This is an optimization exercise on Yosys and OpenROAD, whose aim is small area, not a production implementation. Function was checked by simulation only, so behaviour that the tests miss may differ from the original. Power and IR drop assume default switching activity.

## maple
==> module ula, before the edit <==
module ula(clock,a_dez,a_uni,b_dez,b_uni,op,sinA,sinB,r);
	input clock;
	input [3:0] a_dez, a_uni, b_dez, b_uni;
	input op;
	input sinA;
	input sinB;
	output [9:0] r;
	reg op1, op2;
	always @(posedge clock) begin
		op1 <= op;
		op2 <= op1;
	end
	wire sub = sinA ^ sinB ^ op2;
	wire [3:0] bu, bt;
	bcd9 N2(.d(b_uni), .c(sub), .q(bu));
	bcd9 N3(.d(b_dez), .c(sub), .q(bt));
	wire c0, c1;
	wire [3:0] xu, xt;
	bcdadd S0(.a(a_uni), .b(bu), .ci(sub), .s(xu), .co(c0));
	bcdadd S1(.a(a_dez), .b(bt), .ci(c0), .s(xt), .co(c1));
	wire neg = sub & ~c1;
	wire uz = (xu == 4'd0);
	wire [3:0] nu = uz ? 4'd0 : 4'd10 - xu;
	wire [3:0] nt = uz ? 4'd10 - xt : 4'd9 - xt;
	wire [3:0] u = neg ? nu : xu;
	wire [3:0] t = neg ? nt : xt;
	wire [8:0] mag = {c1 & ~sub, t, u};
	assign r = {(mag == 9'd0) | ~(sinA ^ neg), mag};
endmodule
clock: 14.0 ns
lec_check: 0
abc_area: 1
cap_margin: 20
core_margin: 2
core_utilization: 80
cts_buf_list: sky130_fd_sc_hd__clkbuf_8
cts_cluster_diameter: 100
cts_cluster_size: 30
slew_margin: 20
standard.sh (not shown) runs the stock make flow with config.mk's settings and CLKGATE_MAP_FILE= SYNTH_SCRIPT=/design/flow/synth_recipe.tcl, a recipe that flattens the netlist after the stock synthesis.
==> flow/flow/run.sh <==
#!/bin/bash
# The standard layout with these changes:
#  - synthesis leaves adders to ABC instead of mapping them to the library's
#    adder cells first (ADDER_MAP_FILE empty);
#  - ABC restructures the logic (&deepsyn) and maps it for area (amap),
#    without the buffering and upsizing passes of ORFS's area script
#    (flow/abc_area.script, used through a copy of ORFS's scripts folder for
#    the synthesis step only); synthesis is run with four &deepsyn seeds, each
#    in a work folder of its own, and the smallest netlist is laid out;
#  - the port buffers are the smallest buffer instead of the one buffer_ports
#    picks by default;
#  - clock tree synthesis adds no dummy loads (CTS_ARGS).
set -euo pipefail
here=$(pwd)
res=orfs/results/sky130hd/Remoto/base
rep=orfs/reports/sky130hd/Remoto/base
lg=orfs/logs/sky130hd/Remoto/base
export ADDER_MAP_FILE=
export BUFFER_PORTS_ARGS="-buffer_cell sky130_fd_sc_hd__buf_1"
best=""
best_area=""
for seed in 1 2 3 4; do
	d="$here/synth_$seed"
	rm -rf "$d"
	mkdir -p "$d"
	cp -r "$FLOW_HOME/scripts" "$d/scripts"
	sed "s/@SEED@/$seed/" "$here/flow/abc_area.script" > "$d/scripts/abc_area.script"
	sed "s|WORK_HOME=[^ ]*|WORK_HOME=$d/orfs|" "$here/standard.sh" > "$d/standard.sh"
	if SCRIPTS_DIR="$d/scripts" bash "$d/standard.sh" synth > "$here/synth_$seed.log" 2>&1; then
		area=$(awk '/Chip area for module/ {print $NF}' "$d/$rep/synth_stat.txt")
		echo "seed $seed: synthesis area $area" >> "$here/synth_choice.log"
		if [[ -z "$best" ]] || awk -v a="$area" -v b="$best_area" 'BEGIN {exit !(a < b)}'; then
			best=$seed
			best_area=$area
		fi
	else
		echo "seed $seed: synthesis failed" >> "$here/synth_choice.log"
	fi
done
[[ -n "$best" ]]
echo "using seed $best" >> "$here/synth_choice.log"
mkdir -p "$here/$res" "$here/$rep" "$here/$lg" "$here/orfs"
cp -rp "$here/synth_$best/orfs/objects" "$here/orfs/"
cp -p "$here/synth_$best/$res/"* "$here/$res/"
cp -p "$here/synth_$best/$rep/"* "$here/$rep/"
cp -p "$here/synth_$best/$lg/"* "$here/$lg/"
export CTS_ARGS="-sink_clustering_enable -repair_clock_nets -dont_use_dummy_load -buf_list sky130_fd_sc_hd__clkbuf_8 -sink_clustering_size 30 -sink_clustering_max_diameter 100"
bash standard.sh > layout.log 2>&1
==> flow/flow/abc_area.script <==
strash
&get -n
&deepsyn -T 20 -S @SEED@
&put
dch -f
amap -m -F 3 -A 10
topo
dnsize -c
> inputs changed (maple -> cedar)
-- flow/design.v --
<<< maple, line 25
	wire [3:0] u = neg ? nu : xu;
	wire [3:0] t = neg ? nt : xt;
	wire [8:0] mag = {c1 & ~sub, t, u};
	assign r = {(mag == 9'd0) | ~(sinA ^ neg), mag};
endmodule
module bcd9(input [3:0] d, input c, output [3:0] q);
>>> cedar, line 25
	wire [3:0] u = neg ? nu : xu;
	wire [3:0] t = neg ? nt : xt;
	wire ca = neg;
	wire [8:0] mag = {c1 & ~sub, t, u};
	assign r = {(mag == 9'd0) | ~(sinA ^ ca), mag};
endmodule
module bcd9(input [3:0] d, input c, output [3:0] q);
Results
- cedar went all the way through the flow, and no timing, DRC or antenna check failed.
- Changes observed in cedar relative to maple: flip-flop and latch count after synthesis was more or less identical, routed wire length was more or less identical, share of the clock period used by the worst path after layout was more or less identical, total core area was more or less identical, final cell count was more or less identical.
- Initial cell density of the core came out exactly the same in cedar and maple.
- Re cell depth of the worst hold path: no difference whatsoever between maple and cedar.
- Comparing cedar against maple, there is no change at all in placed cell area.
- Reported for cedar and maple, timing-limited maximum frequency turned out identical to the last digit.
- Reported for cedar and maple, detailed-route wire length per cell turned out identical to the last digit.
- Between maple and cedar, the number of ports placed on the die boundary does not differ in any meaningful way.
- For clock group share of total power, maple and cedar come out practically identical.
- Total CTS buffers: cedar vs maple identical

* * *

The RTL this note starts from:
==> flow/design.v <==
module ula(clock,a_dez,a_uni,b_dez,b_uni,op,sinA,sinB,r);
	input clock;
	input [3:0] a_dez, a_uni, b_dez, b_uni;
	input op;
	input sinA;
	input sinB;
	output [9:0] r;
	reg op1, op2;
	always @(posedge clock) begin
		op1 <= op;
		op2 <= op1;
	end
	wire sub = sinA ^ sinB ^ op2;
	wire [3:0] bu, bt;
	bcd9 N2(.d(b_uni), .c(sub), .q(bu));
	bcd9 N3(.d(b_dez), .c(sub), .q(bt));
	wire c0, c1;
	wire [3:0] xu, xt;
	bcdadd S0(.a(a_uni), .b(bu), .ci(sub), .s(xu), .co(c0));
	bcdadd S1(.a(a_dez), .b(bt), .ci(c0), .s(xt), .co(c1));
	wire neg = sub & ~c1;
	wire uz = (xu == 4'd0);
	wire [3:0] nu = uz ? 4'd0 : 4'd10 - xu;
	wire [3:0] nt = uz ? 4'd10 - xt : 4'd9 - xt;
	wire [3:0] u = neg ? nu : xu;
	wire [3:0] t = neg ? nt : xt;
	wire ca = neg;
	wire [8:0] mag = {c1 & ~sub, t, u};
	assign r = {(mag == 9'd0) | ~(sinA ^ ca), mag};
endmodule
module bcd9(input [3:0] d, input c, output [3:0] q);
	assign q = c ? {~(d[3] | d[2] | d[1]), d[2] ^ d[1], d[1], ~d[0]} : d;
endmodule
module bcdadd(input [3:0] a, input [3:0] b, input ci, output [3:0] s, output co);
	wire [4:0] x = a + b + ci;
	assign co = x[4] | (x[3] & (x[2] | x[1]));
	wire k1 = x[1] & co;
	wire k2 = (x[2] & co) | (x[2] & k1) | (co & k1);
	assign s = {x[3] ^ k2, x[2] ^ co ^ k1, x[1] ^ co, x[0]};
endmodule
module bcdout(saida,saida1,saida2,h,t,u,enable);
	input h;
	input [3:0] t;
	input [3:0] u;
	input enable;
	output [6:0] saida;
	output [6:0] saida1;
	output [6:0] saida2;
	seg7 U(.d(u), .off(~enable), .s(saida));
	seg7 D(.d(t), .off(~enable), .s(saida1));
	assign saida2 = enable ? (h ? 7'b1001111 : 7'b0000001) : 7'b1111111;
endmodule
module Remoto(clk,rst,entrada,comando,su,sd,suB,sdB,saida_1,saida1_1,saida2_1,soma_result_1,sinal_A,sinal_B);
input         clk;
input         rst;
input         entrada;
output reg [7:0] comando;
output [6:0] su;
output [6:0] sd;
output [6:0] suB;
output [6:0] sdB;
output [6:0] saida_1;
output [6:0] saida1_1;
output [6:0] saida2_1;
output [8:0] soma_result_1;
output reg sinal_A;
output reg sinal_B;
localparam [1:0] INICIA = 2'b00, INICIA_1 = 2'b01, LEITURA = 2'b10;
reg [1:0]  estado;
reg [11:0] cnt;         
reg [5:0]  bitcount;    
reg [7:0]  rbuf;        
reg        cur;         
reg        chk;         
reg        nova_mensagem;
wire st_ini  = (estado == INICIA);
wire st_ini1 = (estado == INICIA_1);
wire st_leit = (estado == LEITURA);
localparam [11:0] CNT_312 = 12'h548, CNT_648 = 12'h270, CNT_3282 = 12'h4d6, CNT_3595 = 12'hd00;
wire cnt_z11 = ~|cnt[10:0];
wire cnt_fb  = cnt[11] ^ cnt[5] ^ cnt[3] ^ cnt[0] ^ cnt_z11;
wire t_ini   = (cnt[10:0] == CNT_3595[10:0]);                             
wire t_ini1  = ({cnt[11:4], cnt[2:1]} == {CNT_3282[11:4], CNT_3282[2:1]});  
wire c_full  = cnt[11] & cnt_z11;                                         
wire c_bit   = (cnt == CNT_312);
wire c_one   = (cnt == CNT_648);
wire bc33    = bitcount[5] & bitcount[0];                                 
wire bc32    = bitcount[5] & ~bitcount[0];                                
wire lvl     = st_ini ? ~entrada : entrada;
wire leave   = (st_ini & t_ini) | (st_ini1 & t_ini1) | (st_leit & (c_full | bc33));
wire [6:0]  bc_c;
assign bc_c[0]  = 1'b1;
genvar gi;
generate
	for (gi = 0; gi < 6; gi = gi + 1) begin : bc_inc
		assign bc_c[gi+1] = bc_c[gi] & bitcount[gi];
	end
endgenerate
always @(posedge clk)
	if (rst | leave | ~lvl)
		cnt <= 12'd0;
	else
		cnt <= {cnt[10:0], cnt_fb};
always @(posedge clk)
	if (rst)
		estado <= INICIA;
	else if (st_ini & t_ini)
		estado <= INICIA_1;
	else if (st_ini1 & t_ini1)
		estado <= LEITURA;
	else if (leave)
		estado <= INICIA;
always @(posedge clk)
	if (rst | ~st_leit)
		bitcount <= 6'd0;
	else if (c_bit)
		bitcount <= bitcount ^ bc_c[5:0];
always @(posedge clk)
	if (st_leit) begin
		if (c_bit) begin
			cur <= 1'b0;
			if (bitcount <= 6'd24) begin
				rbuf <= {cur, rbuf[7:1]};
				chk  <= 1'b1;
			end else begin
				rbuf <= {rbuf[0], rbuf[7:1]};
				chk  <= chk & (cur ^ rbuf[0]);
			end
		end else if (c_one)
			cur <= 1'b1;
	end
wire valido = chk & (cur ^ rbuf[0]);
always @(posedge clk)
	if (rst) begin
		comando <= 8'd0;
		nova_mensagem <= 1'b0;
	end else begin
		nova_mensagem <= bc32 & valido;
		if (bc32 & valido)
			comando <= {rbuf[0], rbuf[7:1]};
	end
localparam [3:0] DESLIGADO = 4'b0000,
                 ESPERA    = 4'b0001,
                 ZERA_TUDO = 4'b0011,
                 DEZ_A     = 4'b0100,
                 DEZ_B     = 4'b0101,
                 UNI_A     = 4'b1000,
                 UNI_B     = 4'b1001,
                 MUDA_A    = 4'b1100,
                 MUDA_B    = 4'b1101;
reg [3:0]  estado_m;
reg [3:0]  a_dez, a_uni, b_dez, b_uni;
reg        op;
reg [26:0] delay;
reg        espera;
wire off     = (estado_m == DESLIGADO);
wire digito  = (comando < 8'd10);
wire liga    = (comando == 8'h12) & nova_mensagem;
wire em_uni  = estado_m[3] & ~estado_m[2];
wire dl_z25 = ~|delay[24:0];
wire dl_z26 = dl_z25 & ~delay[25];
wire dl_fb  = delay[26] ^ delay[4] ^ delay[1] ^ delay[0] ^ dl_z26;
wire [9:0] soma_result;
reg  [9:0] res;
wire [6:0] res_meio = {res[7:4], 2'b00} + res[7:4] + res[3:1] + (res[8] ? 7'd50 : 7'd0);
assign soma_result_1 = {res[9], res_meio, res[0]};
always @(posedge clk) begin
	delay  <= {delay[25:0], em_uni & dl_fb};
	espera <= em_uni & ((delay == 27'h170c17f) |
	                    (espera & ~(~delay[26] & delay[25] & dl_z25)));
end
always @(posedge clk)
	if (rst) begin
		estado_m <= DESLIGADO;
		sinal_A <= 1'b0;
		sinal_B <= 1'b0;
		res <= 10'd0;
	end else
		case (estado_m)
			DESLIGADO:
				if (liga) begin
					estado_m <= ESPERA;
					a_dez <= 4'd0; a_uni <= 4'd0;
					b_dez <= 4'd0; b_uni <= 4'd0;
					op <= 1'b0;
				end
			ESPERA:
				if (liga) begin
					estado_m <= DESLIGADO;
					res <= 10'h200;
				end else if (comando == 8'h0F) begin
					estado_m <= DEZ_A;
					a_dez <= 4'd0; a_uni <= 4'd0;
					sinal_A <= 1'b0;
					res <= 10'h200;
				end else if (comando == 8'h10) begin
					estado_m <= ZERA_TUDO;
					a_dez <= 4'd0; a_uni <= 4'd0;
					b_dez <= 4'd0; b_uni <= 4'd0;
					sinal_A <= 1'b0;
					sinal_B <= 1'b0;
					res <= 10'h200;
				end else if (comando == 8'h13) begin
					estado_m <= DEZ_B;
					b_dez <= 4'd0; b_uni <= 4'd0;
					sinal_B <= 1'b0;
					res <= 10'h200;
				end else if (comando == 8'h1A) begin
					op <= 1'b0;
					res <= soma_result;
				end else if (comando == 8'h1E) begin
					op <= 1'b1;
					res <= soma_result;
				end
			ZERA_TUDO:
				estado_m <= DEZ_A;
			DEZ_A:
				if (digito) begin
					a_uni <= comando[3:0];
					estado_m <= UNI_A;
				end
			DEZ_B:
				if (digito) begin
					b_uni <= comando[3:0];
					estado_m <= UNI_B;
				end
			UNI_A:
				if (espera & nova_mensagem) begin
					if (digito) begin
						a_dez <= a_uni; a_uni <= comando[3:0];
					end
					estado_m <= MUDA_A;
				end
			UNI_B:
				if (espera & nova_mensagem) begin
					if (digito) begin
						b_dez <= b_uni; b_uni <= comando[3:0];
					end
					estado_m <= MUDA_B;
				end
			MUDA_A:
				if (comando == 8'h0C) begin
					sinal_A <= ~sinal_A;
					estado_m <= ESPERA;
				end else if (~digito)
					estado_m <= ESPERA;
			MUDA_B:
				if (comando == 8'h0C) begin
					sinal_B <= ~sinal_B;
					estado_m <= ESPERA;
				end else if (~digito)
					estado_m <= ESPERA;
			default: ;
		endcase
ula G1(.clock(clk), .a_dez(a_dez), .a_uni(a_uni), .b_dez(b_dez), .b_uni(b_uni),
       .op(op), .sinA(sinal_A), .sinB(sinal_B), .r(soma_result));
bcdout G2(.saida(saida_1), .saida1(saida1_1), .saida2(saida2_1),
          .h(res[8]), .t(res[7:4]), .u(res[3:0]), .enable(~off));
seg7 DA0(.d(a_uni), .off(off), .s(su));
seg7 DA1(.d(a_dez), .off(off), .s(sd));
seg7 DB0(.d(b_uni), .off(off), .s(suB));
seg7 DB1(.d(b_dez), .off(off), .s(sdB));
endmodule
module seg7(input [3:0] d, input off, output [6:0] s);
	wire A = d[3], B = d[2], C = d[1], D = d[0];
	wire sa = A | C | (B & D) | (~B & ~D);
	wire sb = ~B | (~C & ~D) | (C & D);
	wire sc = B | ~C | D;
	wire sd = A | (~B & ~D) | (~B & C) | (C & ~D) | (B & ~C & D);
	wire se = (~B & ~D) | (C & ~D);
	wire sf = A | (~C & ~D) | (B & ~C) | (B & ~D);
	wire sg = A | (~B & C) | (B & ~C) | (C & ~D);
	assign s = ~({sa, sb, sc, sd, se, sf, sg} & {7{~off}});
endmodule
clock: 14.0 ns
lec_check: 0
abc_area: 1
cap_margin: 20
core_margin: 2
core_utilization: 70
cts_buf_list: sky130_fd_sc_hd__clkbuf_8
cts_cluster_diameter: 100
cts_cluster_size: 30
slew_margin: 20
==> flow/flow/run.sh <==
#!/bin/bash
# The standard layout with three changes:
#  - synthesis leaves adders to ABC instead of mapping them to the library's
#    adder cells first (ADDER_MAP_FILE empty);
#  - ABC restructures the logic (&deepsyn) and maps it for area (amap),
#    without the buffering and upsizing passes of ORFS's
#    area script (flow/abc_area.script, used through a copy of ORFS's scripts
#    folder for the synthesis step only);
#  - the port buffers are the smallest buffer instead of the one buffer_ports
#    picks by default.
set -euo pipefail
here=$(pwd)
rm -rf "$here/synth_scripts"
cp -r "$FLOW_HOME/scripts" "$here/synth_scripts"
cp "$here/flow/abc_area.script" "$here/synth_scripts/abc_area.script"
export ADDER_MAP_FILE=
export BUFFER_PORTS_ARGS="-buffer_cell sky130_fd_sc_hd__buf_1"
SCRIPTS_DIR="$here/synth_scripts" bash standard.sh synth > synth.log 2>&1
bash standard.sh > layout.log 2>&1
==> flow/flow/abc_area.script <==
strash
&get -n
&deepsyn -T 20
&put
dch -f
amap -m -F 3 -A 10
topo
dnsize -c
The baseline ran to the end with no violations.
==> next run, changes <==
--- a/flow/design.v
+++ b/flow/design.v
@@ -157,18 +157,20 @@
 wire digito  = (comando < 8'd10);
 wire liga    = (comando == 8'h12) & nova_mensagem;
 wire em_uni  = estado_m[3] & ~estado_m[2];
-wire dl_z25 = ~|delay[24:0];
-wire dl_z26 = dl_z25 & ~delay[25];
+wire dl_z26 = ~|delay[25:0];
 wire dl_fb  = delay[26] ^ delay[4] ^ delay[1] ^ delay[0] ^ dl_z26;
 wire [9:0] soma_result;
 reg  [9:0] res;
 wire [6:0] res_meio = {res[7:4], 2'b00} + res[7:4] + res[3:1] + (res[8] ? 7'd50 : 7'd0);
 assign soma_result_1 = {res[9], res_meio, res[0]};
-always @(posedge clk) begin
-	delay  <= {delay[25:0], em_uni & dl_fb};
-	espera <= em_uni & ((delay == 27'h170c17f) |
-	                    (espera & ~(~delay[26] & delay[25] & dl_z25)));
-end
+always @(posedge clk)
+	if (em_uni) begin
+		delay  <= {delay[25:0], dl_fb};
+		espera <= (delay == 27'h2e182ff) | (espera & ~(delay[26] & dl_z26));
+	end else begin
+		delay  <= 27'd1;
+		espera <= 1'b0;
+	end
 always @(posedge clk)
 	if (rst) begin
 		estado_m <= DESLIGADO;
@@ -212,16 +214,20 @@
 					op <= 1'b1;
 					res <= soma_result;
 				end
-			ZERA_TUDO:
+			ZERA_TUDO: begin
 				estado_m <= DEZ_A;
+				res <= 10'h200;
+			end
 			DEZ_A:
 				if (digito) begin
 					a_uni <= comando[3:0];
+					sinal_A <= 1'b0;
 					estado_m <= UNI_A;
 				end
 			DEZ_B:
 				if (digito) begin
 					b_uni <= comando[3:0];
+					sinal_B <= 1'b0;
 					estado_m <= UNI_B;
 				end
 			UNI_A:
The new run ran to the end with no violations.
Worst hold slack is better by 0.0041 ns.
Design area came out higher by about 3%.
Routed wire length came out higher by 0.81%.
Worst setup slack is better by 0.62 ns.
Global-route usage decreases by 0.53 points.
Non-clock buffer count goes up by 2.
Total power came out lower by about 60%.
Clock power rises by about 5%.
Core utilization went down by 0.99 points.

[port drivers added, routing unchanged]
The flow's constraints put no driver on any port. The routed layouts listed below were extracted and timed again, unchanged, in two steps.
Step 1 (the two cells are an assumption about what drives the block):
set clk [get_ports {clk}]
set_driving_cell -lib_cell sky130_fd_sc_hd__clkbuf_16 $clk
set_driving_cell -lib_cell sky130_fd_sc_hd__buf_2 [delete_from_list [all_inputs] $clk]
Step 2 moves the port delays by t, midway between the first and last clock arrival at a register: inputs arrive t later, outputs are due t later. That takes back most of the time a late clock gives input paths.
Slacks: ideal ports / drivers / drivers and shift; pairs: ideal ports / drivers.
run	t (ns)	setup slack, ns	worst hold slack (ns)	latest minus earliest clock arrival (ns)	pins driven straight from the clock port
maple	0.387	7.171 / 7.171 / 7.171	0.323 / 0.323 / 0.323	0.039 / 0.038	1
cedar	0.387	7.171 / 7.171 / 7.171	0.323 / 0.323 / 0.323	0.039 / 0.038	1
the first run of note 2	0.390	7.461 / 7.461 / 7.461	0.343 / 0.343 / 0.343	0.012 / 0.012	1
the second run of note 2	0.391	8.083 / 8.083 / 8.083	0.347 / 0.347 / 0.347	0.010 / 0.010	1
After both steps every run listed still meets setup and hold.
